Source: an optimization exercise on an open RTL-to-GDS flow (aim: small area). Production flows keep margins and buffers that such runs may drop. In this exercise RTL edits were held to simulation tests only and were not proved equivalent to the original. Power is estimated from default activity; no workload was simulated.

==> inputs of v36 <==
==> flow/design.v (excerpt) <==
module main(
    input  clk,
    input  reset_n,
    input  [3:0] usr_btn,
    input [3:0] usr_sw,
    output [11:0] player_x,
    output [11:0] player_y,
    output [11:0] computer_x,
    output [11:0] computer_y,
    output [11:0] ball_x,
    output [11:0] ball_y,
    output reg [2:0] player_score,
    output reg [2:0] computer_score,
    output reg [1:0] state
    );
==> module debounce, before the edit <==
module debounce(input clk, input reset_n, input btn_input, output btn_pressed);
reg [8:0] counter;  
wire at_period = counter[8] & counter[7] & counter[6] & counter[5] & counter[3];
assign btn_pressed = at_period & ~counter[0];
wire done = at_period & counter[0];
wire [9:0] carry;
wire [8:0] inc;
assign carry[0] = ~done;
genvar i;
generate for (i = 0; i < 9; i = i + 1) begin : g_inc
  assign inc[i] = counter[i] ^ carry[i];
  assign carry[i + 1] = counter[i] & carry[i];
end endgenerate
always @(posedge clk) begin
  if (~reset_n || btn_input == 0)
    counter <= 0;
  else
    counter <= inc;
end
endmodule
==> module player, before the edit <==
module player(
    input  clk,
    input  reset_n,
    input  [3:0] usr_btn,
    input  [1:0] game_state,
    output [11:0] x,
    output [11:0] y
);
function [32:0] add;  
    input [31:0] a, b;
    input cin;
    reg c;
    integer i;
    begin
        c = cin;
        for (i = 0; i < 32; i = i + 1) begin
            add[i] = a[i] ^ b[i] ^ c;
            c = (a[i] & b[i]) | (c & (a[i] ^ b[i]));
        end
        add[32] = c;
    end
endfunction
function ult;  
    input [31:0] a, b;
    integer i;
    begin
        ult = 1'b0;
        for (i = 0; i < 32; i = i + 1)
            ult = (~a[i] & b[i]) | (~(a[i] ^ b[i]) & ult);
    end
endfunction
reg  [14:0] hpos;
reg  [19:1] vpos;
reg  [19:1] speed;
reg  [26:0] speed_clk;
reg  face, facev;
wire btn_pressed;  
debounce btn_db(
  .clk(clk),
  .reset_n(reset_n),
  .btn_input(usr_btn[1]),
  .btn_pressed(btn_pressed)
);
wire [6:0] xo = hpos[14:8];
wire [8:0] xi = {xo[6] & xo[5], ~(xo[6] & xo[5]), xo[6] ^ xo[5], ~xo[5], xo[4:0]};
wire [9:0] yi = vpos[19:10];
assign x = {3'b000, xi};
assign y = {2'b00, yi};
wire move_r = face == 1 && ult(xo, 120) && usr_btn[0] == 1;    
wire move_l = face == 0 && (xo != 0) && usr_btn[2] == 1;       
wire [32:0] hsum = add({17'd0, hpos}, {32{move_l}}, move_r);
always @(posedge clk) begin
  if (~reset_n || game_state == 1) begin
    hpos <= {7'd118, 8'd0};  
    face <= 1;
  end else
    hpos <= hsum[14:0];
  if (usr_btn[0] == 1)
    face <= 1;
  else if (usr_btn[2] == 1)
    face <= 0;
end
wire above_floor = ult(yi, 178);      
wire at_floor    = (yi == 10'd178);
wire v_move = facev ? (yi != 0) : above_floor;
wire [19:1] vstep = {speed[19:5] | {15{facev}}, speed[4:1] ^ {4{facev}}} & {19{v_move}};
wire [32:0] vsum = add({13'd0, vpos}, {13'd0, vstep}, facev & v_move);
always @(posedge clk) begin
  if (~reset_n || game_state == 1)
    vpos <= {10'd177, 9'd0};
  else
    vpos <= vsum[18:0];
end
wire clk_due = |speed_clk[26:12] | (speed_clk[11] & |speed_clk[10:0]);  
wire jump = btn_pressed && at_floor;
wire slow_down = ~jump & facev & clk_due;                  
wire speed_up  = ~jump & ~facev & above_floor & clk_due;   
wire sc_clear  = ~reset_n | slow_down | speed_up;
wire [32:0] clk_inc = add({5'd0, speed_clk}, 32'd0, ~jump);
wire dec = slow_down & (speed[4:2] != 0);
wire [32:0] sp_lo = add({28'd0, speed[4:1]}, {28'd0, dec, dec, dec, 1'b0}, speed_up);
wire [32:0] sp_hi = add({17'd0, speed[19:5]}, 32'd0, sp_lo[4] & ~dec);
always @(posedge clk) begin
  if (sc_clear) speed_clk <= 0;
  else speed_clk <= clk_inc[26:0];
end
always @(posedge clk) begin
  if (~reset_n) begin
    speed <= 0;
    facev <= 1;
  end else if (jump) begin
    speed <= 10;  
    facev <= 1;
  end else begin
    speed <= {sp_hi[14:0], sp_lo[3:0]};
    if (slow_down && speed[4:2] == 0) facev <= 0;
  end
end
endmodule
clock: 10.0 ns
lec_check: 0
cap_margin: 20
core_margin: 2
core_utilization: 85
cts_buf_list: sky130_fd_sc_hd__clkbuf_4
cts_cluster_diameter: 35
cts_cluster_size: 10
slew_margin: 20
standard.sh (not shown) runs the stock make flow with config.mk's settings and CLKGATE_MAP_FILE= SYNTH_SCRIPT=/design/flow/synth_recipe.tcl, a recipe that flattens the netlist after the stock synthesis.
==> flow/flow/run.sh <==
#!/bin/bash
# Layout flow: the standard ORFS flow (standard.sh) with these changes:
#  - synthesis maps the logic with an area-oriented ABC script (flow/abc_area.script);
#    everything before ABC, and so every register, is as in the standard synthesis
#  - the port buffers that placement adds are the smallest buffer, buf_1
#  - clock tree synthesis inserts no dummy loads (clock buffers, clustering as in config.mk)
set -euo pipefail
here=$(pwd)
rm -rf "$here/scripts"
cp -r "$FLOW_HOME/scripts" "$here/scripts"
cp "$here/flow/abc_area.script" "$here/scripts/abc_area.script"
export SCRIPTS_DIR="$here/scripts"
export ABC_AREA=1
export BUFFER_PORTS_ARGS="-buffer_cell sky130_fd_sc_hd__buf_1"
export CTS_ARGS="-sink_clustering_enable -repair_clock_nets -dont_use_dummy_load -sink_clustering_size 10 -sink_clustering_max_diameter 35 -buf_list sky130_fd_sc_hd__clkbuf_4"
bash standard.sh > "$here/standard.log" 2>&1
==> flow/flow/abc_area.script <==
strash
&get -n
&deepsyn -T 60
&put
dch -f
amap
strash
dch -f
amap
topo
stime -c
==> inputs of v17, as changes to v36 <==
--- a/flow/design.v
+++ b/flow/design.v
@@ -1,16 +1,14 @@
 `timescale 1ns / 1ps
-module debounce(input clk, input reset_n, input btn_input, output btn_pressed);
-reg [8:0] counter;  
-wire at_period = counter[8] & counter[7] & counter[6] & counter[5] & counter[3];
-assign btn_pressed = at_period & ~counter[0];
-wire done = at_period & counter[0];
+module debounce(input clk, input reset_n, input btn_input, output btn_output);
+reg [8:0] counter;
+assign btn_output = counter[8] & counter[7] & counter[6] & counter[5] & counter[3];
 wire [9:0] carry;
 wire [8:0] inc;
-assign carry[0] = ~done;
+assign carry[0] = ~btn_output;  
 genvar i;
 generate for (i = 0; i < 9; i = i + 1) begin : g_inc
   assign inc[i] = counter[i] ^ carry[i];
   assign carry[i + 1] = counter[i] & carry[i];
 end endgenerate
 always @(posedge clk) begin
   if (~reset_n || btn_input == 0)
@@ -52,20 +50,21 @@
     end
 endfunction
 reg  [14:0] hpos;
 reg  [19:1] vpos;
 reg  [19:1] speed;
 reg  [26:0] speed_clk;
 reg  face, facev;
-wire btn_pressed;  
+reg  prev_btn_level;
+wire btn_level, btn_pressed;
 debounce btn_db(
   .clk(clk),
   .reset_n(reset_n),
   .btn_input(usr_btn[1]),
-  .btn_pressed(btn_pressed)
+  .btn_output(btn_level)
 );
 wire [6:0] xo = hpos[14:8];
 wire [8:0] xi = {xo[6] & xo[5], ~(xo[6] & xo[5]), xo[6] ^ xo[5], ~xo[5], xo[4:0]};
 wire [9:0] yi = vpos[19:10];
 assign x = {3'b000, xi};
 assign y = {2'b00, yi};
 wire move_r = face == 1 && ult(xo, 120) && usr_btn[0] == 1;    
@@ -89,14 +88,21 @@
 wire [32:0] vsum = add({13'd0, vpos}, {13'd0, vstep}, facev & v_move);
 always @(posedge clk) begin
   if (~reset_n || game_state == 1)
     vpos <= {10'd177, 9'd0};
   else
     vpos <= vsum[18:0];
 end
+always @(posedge clk) begin
+  if (~reset_n)
+    prev_btn_level <= 0;
+  else
+    prev_btn_level <= btn_level;
+end
+assign btn_pressed = btn_level & ~prev_btn_level;
 wire clk_due = |speed_clk[26:12] | (speed_clk[11] & |speed_clk[10:0]);  
 wire jump = btn_pressed && at_floor;
 wire slow_down = ~jump & facev & clk_due;                  
 wire speed_up  = ~jump & ~facev & above_floor & clk_due;   
 wire sc_clear  = ~reset_n | slow_down | speed_up;
 wire [32:0] clk_inc = add({5'd0, speed_clk}, 32'd0, ~jump);
 wire dec = slow_down & (speed[4:2] != 0);
@@ -247,60 +253,63 @@
     integer i;
     begin
         ult = 1'b0;
         for (i = 0; i < 32; i = i + 1)
             ult = (~a[i] & b[i]) | (~(a[i] ^ b[i]) & ult);
     end
 endfunction
-reg [15:0] px;
-reg [15:0] py;
+reg [18:0] px;
+reg [19:0] py;
 reg [18:0] vy;
 reg vx1, vx4;           
 reg x_dir, y_dir;
 reg clk_cnt;            
 reg [12:0] smash_cnt;   
 reg start;              
-wire [11:0] X = {3'd0, px[15:7]};
-wire [11:0] Y = {4'd0, py[15:8]};
+wire [11:0] X = px[18:7];
+wire [11:0] Y = py[19:8];
 assign Ball_X = X;
 assign Ball_Y = Y;
 wire check_cnt_max = clk_cnt;
 wire check_smash_cnt_max = smash_cnt[12] & smash_cnt[9] & smash_cnt[8] & smash_cnt[7] & smash_cnt[3];
 wire [32:0] spx = add({22'd0, X[8:0]}, ~{23'd0, Player_X[8:0]}, 1'b1);
 wire [32:0] snx = add({24'd0, X[7:0]}, ~{25'd0, NPC_X[6:0]}, 1'b1);
-wire [32:0] spy = add({24'd0, Y[7:0]}, ~{22'd0, Player_Y[9:0]}, 1'b1);
-wire [32:0] sny = add({24'd0, Y[7:0]}, ~{22'd0, NPC_Y[9:0]}, 1'b1);
+wire [32:0] spy = add({21'd0, Y[10:0]}, ~{22'd0, Player_Y[9:0]}, 1'b1);
+wire [32:0] sny = add({21'd0, Y[10:0]}, ~{22'd0, NPC_Y[9:0]}, 1'b1);
 wire [9:0]  opx = {~spx[9], spx[8:0]};    
 wire [8:0]  onx = {~snx[8], snx[7:0]};    
-wire [10:0] opy = {~spy[10], spy[9:0]};  
-wire [10:0] ony = {~sny[10], sny[9:0]};
-wire nx_ok = ~X[8];
-wire player_collison = ~ult(opx, 512 - 30) && ult(opx, 512 + 40) &&
-                       ~ult(opy, 1024 - 30) && ult(opy, 1024 + 43);
+wire [11:0] opy = {~spy[11], spy[10:0]};  
+wire [11:0] ony = {~sny[11], sny[10:0]};
+wire px_ok = (X[11:9] == 0);
+wire nx_ok = (X[11:8] == 0);
+wire y_ok  = ~Y[11];
+wire player_collison = px_ok && y_ok &&
+                       ~ult(opx, 512 - 30) && ult(opx, 512 + 40) &&
+                       ~ult(opy, 2048 - 30) && ult(opy, 2048 + 43);
 wire player_left_e   = ult(opx, 512 - 6);
 wire player_center_e = ~ult(opx, 512 - 7) && ult(opx, 512 + 19);
 wire player_right_e  = ~ult(opx, 512 + 18);
-wire player_top_e    = ult(opy, 1024 - 8);
-wire NPC_collison = nx_ok &&
+wire player_top_e    = ult(opy, 2048 - 8);
+wire NPC_collison = nx_ok && y_ok &&
                     ~ult(onx, 256 - 25) && ult(onx, 256 + 35) &&
-                    ~ult(ony, 1024 - 30) && ult(ony, 1024 + 43);
+                    ~ult(ony, 2048 - 30) && ult(ony, 2048 + 43);
 wire NPC_left_e   = ult(onx, 256 - 6);
 wire NPC_center_e = ~ult(onx, 256 - 7) && ult(onx, 256 + 19);
 wire NPC_right_e  = ~ult(onx, 256 + 18);
-wire NPC_top_e    = ult(ony, 1024 - 8);
+wire NPC_top_e    = ult(ony, 2048 - 8);
 wire net_x            = ~ult(X, 130) && ult(X, 167);
-wire net_collison     = net_x && ~ult(Y, 120);
+wire net_collison     = net_x && ~ult(Y, 120) && ult(Y, 4066);
 wire net_collison_top = net_x && (Y == 12'd120);
 wire player_on_ground = ult(Player_Y, 178);
 wire NPC_on_ground    = ult(NPC_Y, 178);
 wire [7:0] step_y = vy[18:11];
 wire play = reset_n && game_state == 2'b10;
-wire [32:0] ysum = add({16'd0, py}, (y_dir ? {24'd0, step_y} : ~{24'd0, step_y}) & {32{check_cnt_max}}, ~y_dir & check_cnt_max);
+wire [32:0] ysum = add({12'd0, py}, (y_dir ? {24'd0, step_y} : ~{24'd0, step_y}) & {32{check_cnt_max}}, ~y_dir & check_cnt_max);
 wire y_floor = check_cnt_max & ~y_dir & ~ysum[32];  
-wire [32:0] xsum = add({16'd0, px}, {{29{~x_dir}}, vx4 ^ ~x_dir, ~x_dir, vx1 ^ ~x_dir} & {32{check_cnt_max}}, ~x_dir & check_cnt_max);
+wire [32:0] xsum = add({13'd0, px}, {{29{~x_dir}}, vx4 ^ ~x_dir, ~x_dir, vx1 ^ ~x_dir} & {32{check_cnt_max}}, ~x_dir & check_cnt_max);
 wire vy_nz = |vy;
 wire [32:0] vsum = add({13'd0, vy}, {32{~y_dir & vy_nz}}, y_dir);
 always @(posedge clk) begin
     if (~reset_n) clk_cnt <= 0;
     else clk_cnt <= ~clk_cnt;
 end
 wire [32:0] smash_inc = add({19'd0, smash_cnt}, 32'd0, ~check_smash_cnt_max);  
@@ -314,20 +323,20 @@
     end else begin
         start <= ((player_collison && smash) || (NPC_collison && smash1));
         smash_cnt <= 0;
     end
 end
 always @(posedge clk) begin
     if (!play) begin
-        px <= {(who_win ? NPC_X[8:0] : Player_X[8:0]), 7'd0};
+        px <= {(who_win ? NPC_X : Player_X), 7'd0};
         x_dir <= 1;
         vx1 <= 0;
         vx4 <= 0;
     end else begin
-        px <= xsum[15:0];
+        px <= xsum[18:0];
         if (X == 12'b0) x_dir <= 1;
         else if (X == 12'd290) x_dir <= 0;
         else if (net_collison && X == 12'd130) x_dir <= 0;
         else if (net_collison && X == 12'd166) x_dir <= 1;
         else if (player_collison && smash) begin
             x_dir <= 0; vx1 <= 0; vx4 <= 1;
         end else if (NPC_collison && smash1) begin
@@ -345,18 +354,18 @@
         end else if (player_collison && player_center_e && ~check_smash_cnt_max) begin
             vx1 <= 0; vx4 <= 0;
         end
     end
 end
 always @(posedge clk) begin
     if (!play) begin
-        py <= {8'd30, 8'd0};
+        py <= {12'd30, 8'd0};
         y_dir <= 1;
     end else begin
-        py <= y_floor ? 16'd0 : ysum[15:0];
+        py <= y_floor ? 20'd0 : ysum[19:0];
         if (Y == 0 || step_y == 0) y_dir <= 1;
         else if (((player_collison && player_on_ground) || (NPC_collison && NPC_on_ground)) && smash) y_dir <= 1;
         else if (Y == 12'd190) y_dir <= 0;
         else if ((player_collison && player_top_e) || (NPC_collison && NPC_top_e) || net_collison_top) y_dir <= 0;
     end
 end
 always @(posedge clk) begin
==> flow/flow/run.sh (replaced) <==
#!/bin/bash
# Layout flow: the standard ORFS flow (standard.sh) with two changes:
#  - synthesis maps the logic with an area-oriented ABC script (flow/abc_area.script);
#    everything before ABC, and so every register, is as in the standard synthesis
#  - the port buffers that placement adds are the smallest buffer, buf_1
set -euo pipefail
here=$(pwd)
rm -rf "$here/scripts"
cp -r "$FLOW_HOME/scripts" "$here/scripts"
cp "$here/flow/abc_area.script" "$here/scripts/abc_area.script"
export SCRIPTS_DIR="$here/scripts"
export ABC_AREA=1
export BUFFER_PORTS_ARGS="-buffer_cell sky130_fd_sc_hd__buf_1"
bash standard.sh > "$here/standard.log" 2>&1
==> flow/flow/abc_area.script (replaced) <==
strash
&get -n
&deepsyn -T 60
&put
dch -f
amap
topo
stime -c
==> flow/config.mk (replaced) <==
export PLATFORM = sky130hd
export DESIGN_NAME = main
export DESIGN_NICKNAME = main
export VERILOG_FILES = /design/flow/design.v
export SDC_FILE = /design/flow/constraint.sdc
export NUM_CORES = 4
export LEC_CHECK = 0
export CAP_MARGIN = 20
export CORE_MARGIN = 2
export CORE_UTILIZATION = 75
export CTS_BUF_LIST = sky130_fd_sc_hd__clkbuf_8
export CTS_CLUSTER_DIAMETER = 50
export CTS_CLUSTER_SIZE = 25
export SLEW_MARGIN = 20
==> inputs of v13, as changes to v36 <==
--- a/flow/design.v
+++ b/flow/design.v
@@ -254,21 +254,22 @@
 reg [15:0] px;
 reg [15:0] py;
 reg [18:0] vy;
 reg vx1, vx4;           
 reg x_dir, y_dir;
 reg clk_cnt;            
 reg [12:0] smash_cnt;   
-reg start;              
 wire [11:0] X = {3'd0, px[15:7]};
 wire [11:0] Y = {4'd0, py[15:8]};
 assign Ball_X = X;
 assign Ball_Y = Y;
 wire check_cnt_max = clk_cnt;
-wire check_smash_cnt_max = smash_cnt[12] & smash_cnt[9] & smash_cnt[8] & smash_cnt[7] & smash_cnt[3];
+wire smash_top = smash_cnt[12] & smash_cnt[9] & smash_cnt[8] & smash_cnt[7] & smash_cnt[3];
+wire check_smash_cnt_max = smash_top & (smash_cnt[1] | smash_cnt[0]);  
+wire smash_idle = (smash_cnt == 0) | (smash_top & smash_cnt[1]);        
 wire [32:0] spx = add({22'd0, X[8:0]}, ~{23'd0, Player_X[8:0]}, 1'b1);
 wire [32:0] snx = add({24'd0, X[7:0]}, ~{25'd0, NPC_X[6:0]}, 1'b1);
 wire [32:0] spy = add({24'd0, Y[7:0]}, ~{22'd0, Player_Y[9:0]}, 1'b1);
 wire [32:0] sny = add({24'd0, Y[7:0]}, ~{22'd0, NPC_Y[9:0]}, 1'b1);
 wire [9:0]  opx = {~spx[9], spx[8:0]};    
 wire [8:0]  onx = {~snx[8], snx[7:0]};    
 wire [10:0] opy = {~spy[10], spy[9:0]};  
@@ -299,25 +300,23 @@
 wire [32:0] xsum = add({16'd0, px}, {{29{~x_dir}}, vx4 ^ ~x_dir, ~x_dir, vx1 ^ ~x_dir} & {32{check_cnt_max}}, ~x_dir & check_cnt_max);
 wire vy_nz = |vy;
 wire [32:0] vsum = add({13'd0, vy}, {32{~y_dir & vy_nz}}, y_dir);
 always @(posedge clk) begin
     if (~reset_n) clk_cnt <= 0;
     else clk_cnt <= ~clk_cnt;
 end
-wire [32:0] smash_inc = add({19'd0, smash_cnt}, 32'd0, ~check_smash_cnt_max);  
+wire [32:0] smash_inc = add({19'd0, smash_cnt}, 32'd0, 1'b1);
+wire smash_hit = (player_collison && smash) || (NPC_collison && smash1);
 always @(posedge clk) begin
     if (~reset_n) begin
         smash_cnt <= 0;
-        start <= 0;
-    end else if (start) begin
-        smash_cnt <= smash_inc[12:0];
-        start <= ~check_smash_cnt_max;
+    end else if (smash_idle) begin
+        smash_cnt <= {12'd0, smash_hit};
     end else begin
-        start <= ((player_collison && smash) || (NPC_collison && smash1));
-        smash_cnt <= 0;
+        smash_cnt <= smash_inc[12:0];
     end
 end
 always @(posedge clk) begin
     if (!play) begin
         px <= {(who_win ? NPC_X[8:0] : Player_X[8:0]), 7'd0};
         x_dir <= 1;
         vx1 <= 0;
==> flow/flow/run.sh (replaced) <==
#!/bin/bash
# Layout flow: the standard ORFS flow (standard.sh) with these changes:
#  - synthesis leaves the adders to ABC (no separate full/half-adder cell mapping) and
#    maps the logic with an area-oriented ABC script (flow/abc_area.script); only the
#    combinational mapping differs from the standard synthesis, so every register is as there
#  - the port buffers that placement adds are the smallest buffer, buf_1
#  - clock tree synthesis inserts no dummy loads (clock buffers, clustering as in config.mk)
#  - the constant outputs share one tie cell instead of one tie cell each
set -euo pipefail
here=$(pwd)
rm -rf "$here/scripts"
cp -r "$FLOW_HOME/scripts" "$here/scripts"
cp "$here/flow/abc_area.script" "$here/scripts/abc_area.script"
export SCRIPTS_DIR="$here/scripts"
export ABC_AREA=1
export ADDER_MAP_FILE=
export BUFFER_PORTS_ARGS="-buffer_cell sky130_fd_sc_hd__buf_1"
export SKIP_REPAIR_TIE_FANOUT=1
export CTS_ARGS="-sink_clustering_enable -repair_clock_nets -dont_use_dummy_load -sink_clustering_size 10 -sink_clustering_max_diameter 35 -buf_list sky130_fd_sc_hd__clkbuf_4"
bash standard.sh > "$here/standard.log" 2>&1
==> flow/flow/abc_area.script (replaced) <==
strash
&get -n
&deepsyn -T 400
&put
dch -f
amap
topo
stime -c
==> flow/config.mk (replaced) <==
export PLATFORM = sky130hd
export DESIGN_NAME = main
export DESIGN_NICKNAME = main
export VERILOG_FILES = /design/flow/design.v
export SDC_FILE = /design/flow/constraint.sdc
export NUM_CORES = 4
export LEC_CHECK = 0
export CAP_MARGIN = 20
export CORE_MARGIN = 2
export CORE_UTILIZATION = 78
export CTS_BUF_LIST = sky130_fd_sc_hd__clkbuf_4
export CTS_CLUSTER_DIAMETER = 35
export CTS_CLUSTER_SIZE = 10
export SLEW_MARGIN = 20
==> inputs of v3, as changes to v36 <==
--- a/flow/design.v
+++ b/flow/design.v
@@ -1,16 +1,14 @@
 `timescale 1ns / 1ps
-module debounce(input clk, input reset_n, input btn_input, output btn_pressed);
-reg [8:0] counter;  
-wire at_period = counter[8] & counter[7] & counter[6] & counter[5] & counter[3];
-assign btn_pressed = at_period & ~counter[0];
-wire done = at_period & counter[0];
+module debounce(input clk, input reset_n, input btn_input, output btn_output);
+reg [8:0] counter;
+assign btn_output = counter[8] & counter[7] & counter[6] & counter[5] & counter[3];
 wire [9:0] carry;
 wire [8:0] inc;
-assign carry[0] = ~done;
+assign carry[0] = ~btn_output;  
 genvar i;
 generate for (i = 0; i < 9; i = i + 1) begin : g_inc
   assign inc[i] = counter[i] ^ carry[i];
   assign carry[i + 1] = counter[i] & carry[i];
 end endgenerate
 always @(posedge clk) begin
   if (~reset_n || btn_input == 0)
@@ -52,20 +50,21 @@
     end
 endfunction
 reg  [14:0] hpos;
 reg  [19:1] vpos;
 reg  [19:1] speed;
 reg  [26:0] speed_clk;
 reg  face, facev;
-wire btn_pressed;  
+reg  prev_btn_level;
+wire btn_level, btn_pressed;
 debounce btn_db(
   .clk(clk),
   .reset_n(reset_n),
   .btn_input(usr_btn[1]),
-  .btn_pressed(btn_pressed)
+  .btn_output(btn_level)
 );
 wire [6:0] xo = hpos[14:8];
 wire [8:0] xi = {xo[6] & xo[5], ~(xo[6] & xo[5]), xo[6] ^ xo[5], ~xo[5], xo[4:0]};
 wire [9:0] yi = vpos[19:10];
 assign x = {3'b000, xi};
 assign y = {2'b00, yi};
 wire move_r = face == 1 && ult(xo, 120) && usr_btn[0] == 1;    
@@ -89,14 +88,21 @@
 wire [32:0] vsum = add({13'd0, vpos}, {13'd0, vstep}, facev & v_move);
 always @(posedge clk) begin
   if (~reset_n || game_state == 1)
     vpos <= {10'd177, 9'd0};
   else
     vpos <= vsum[18:0];
 end
+always @(posedge clk) begin
+  if (~reset_n)
+    prev_btn_level <= 0;
+  else
+    prev_btn_level <= btn_level;
+end
+assign btn_pressed = btn_level & ~prev_btn_level;
 wire clk_due = |speed_clk[26:12] | (speed_clk[11] & |speed_clk[10:0]);  
 wire jump = btn_pressed && at_floor;
 wire slow_down = ~jump & facev & clk_due;                  
 wire speed_up  = ~jump & ~facev & above_floor & clk_due;   
 wire sc_clear  = ~reset_n | slow_down | speed_up;
 wire [32:0] clk_inc = add({5'd0, speed_clk}, 32'd0, ~jump);
 wire dec = slow_down & (speed[4:2] != 0);
--- a/flow/flow/run.sh
+++ b/flow/flow/run.sh
@@ -8,9 +8,9 @@
 here=$(pwd)
 rm -rf "$here/scripts"
 cp -r "$FLOW_HOME/scripts" "$here/scripts"
 cp "$here/flow/abc_area.script" "$here/scripts/abc_area.script"
 export SCRIPTS_DIR="$here/scripts"
 export ABC_AREA=1
 export BUFFER_PORTS_ARGS="-buffer_cell sky130_fd_sc_hd__buf_1"
-export CTS_ARGS="-sink_clustering_enable -repair_clock_nets -dont_use_dummy_load -sink_clustering_size 10 -sink_clustering_max_diameter 35 -buf_list sky130_fd_sc_hd__clkbuf_4"
+export CTS_ARGS="-sink_clustering_enable -repair_clock_nets -dont_use_dummy_load -sink_clustering_size 16 -sink_clustering_max_diameter 50 -buf_list sky130_fd_sc_hd__clkbuf_8"
 bash standard.sh > "$here/standard.log" 2>&1
==> flow/flow/abc_area.script (replaced) <==
strash
&get -n
&deepsyn -T 60
&put
dch -f
amap
topo
stime -c
==> flow/config.mk (replaced) <==
export PLATFORM = sky130hd
export DESIGN_NAME = main
export DESIGN_NICKNAME = main
export VERILOG_FILES = /design/flow/design.v
export SDC_FILE = /design/flow/constraint.sdc
export NUM_CORES = 4
export LEC_CHECK = 0
export CAP_MARGIN = 20
export CORE_MARGIN = 2
export CORE_UTILIZATION = 75
export CTS_BUF_LIST = sky130_fd_sc_hd__clkbuf_8
export CTS_CLUSTER_DIAMETER = 50
export CTS_CLUSTER_SIZE = 25
export SLEW_MARGIN = 20
==> summary of the runs <==
- Synthesized cell count: v13 > v17 > v36 > v3.
- Sequential power is about the same in v17 and v3.
- The lowest die area belongs to v36, the highest to v17.
- The highest via count belongs to v13, the lowest to v3.
- Worst setup slack, highest first: v13, v17, v3, v36.

-- static timing again, ports no longer ideal --
Ports are ideal in the flow. The routed layouts listed here were re-timed in OpenROAD. Step 1 sets driving cells, clkbuf_16 on the clock port and buf_2 on the other inputs (assumed; they add their load-dependent delay and slew). Step 2 also shifts input and output timing later by t, the mid clock arrival at the registers, as if the neighbouring blocks saw the same clock. Three values: ideal ports, drivers, drivers and shift; two values: the first two.
run | t (ns) | slack for setup (ns) | hold WS [ns] | latest minus earliest clock arrival (ns) | worst slew at a driven data input, ns
v36 | 0.684 | 0.344 / 0.344 / 0.344 | 0.426 / 0.426 / 0.426 | 0.071 / 0.071 | 0.03
v17 | 0.647 | 0.542 / 0.542 / 0.542 | 0.430 / 0.430 / 0.430 | 0.027 / 0.027 | 0.04
v13 | 0.673 | 3.681 / 3.681 / 3.681 | 0.452 / 0.452 / 0.452 | 0.056 / 0.057 | 0.03
v3 | 0.599 | 0.488 / 0.488 / 0.488 | 0.441 / 0.441 / 0.441 | 0.034 / 0.034 | 0.03
After both steps setup and hold are still met in every run listed.
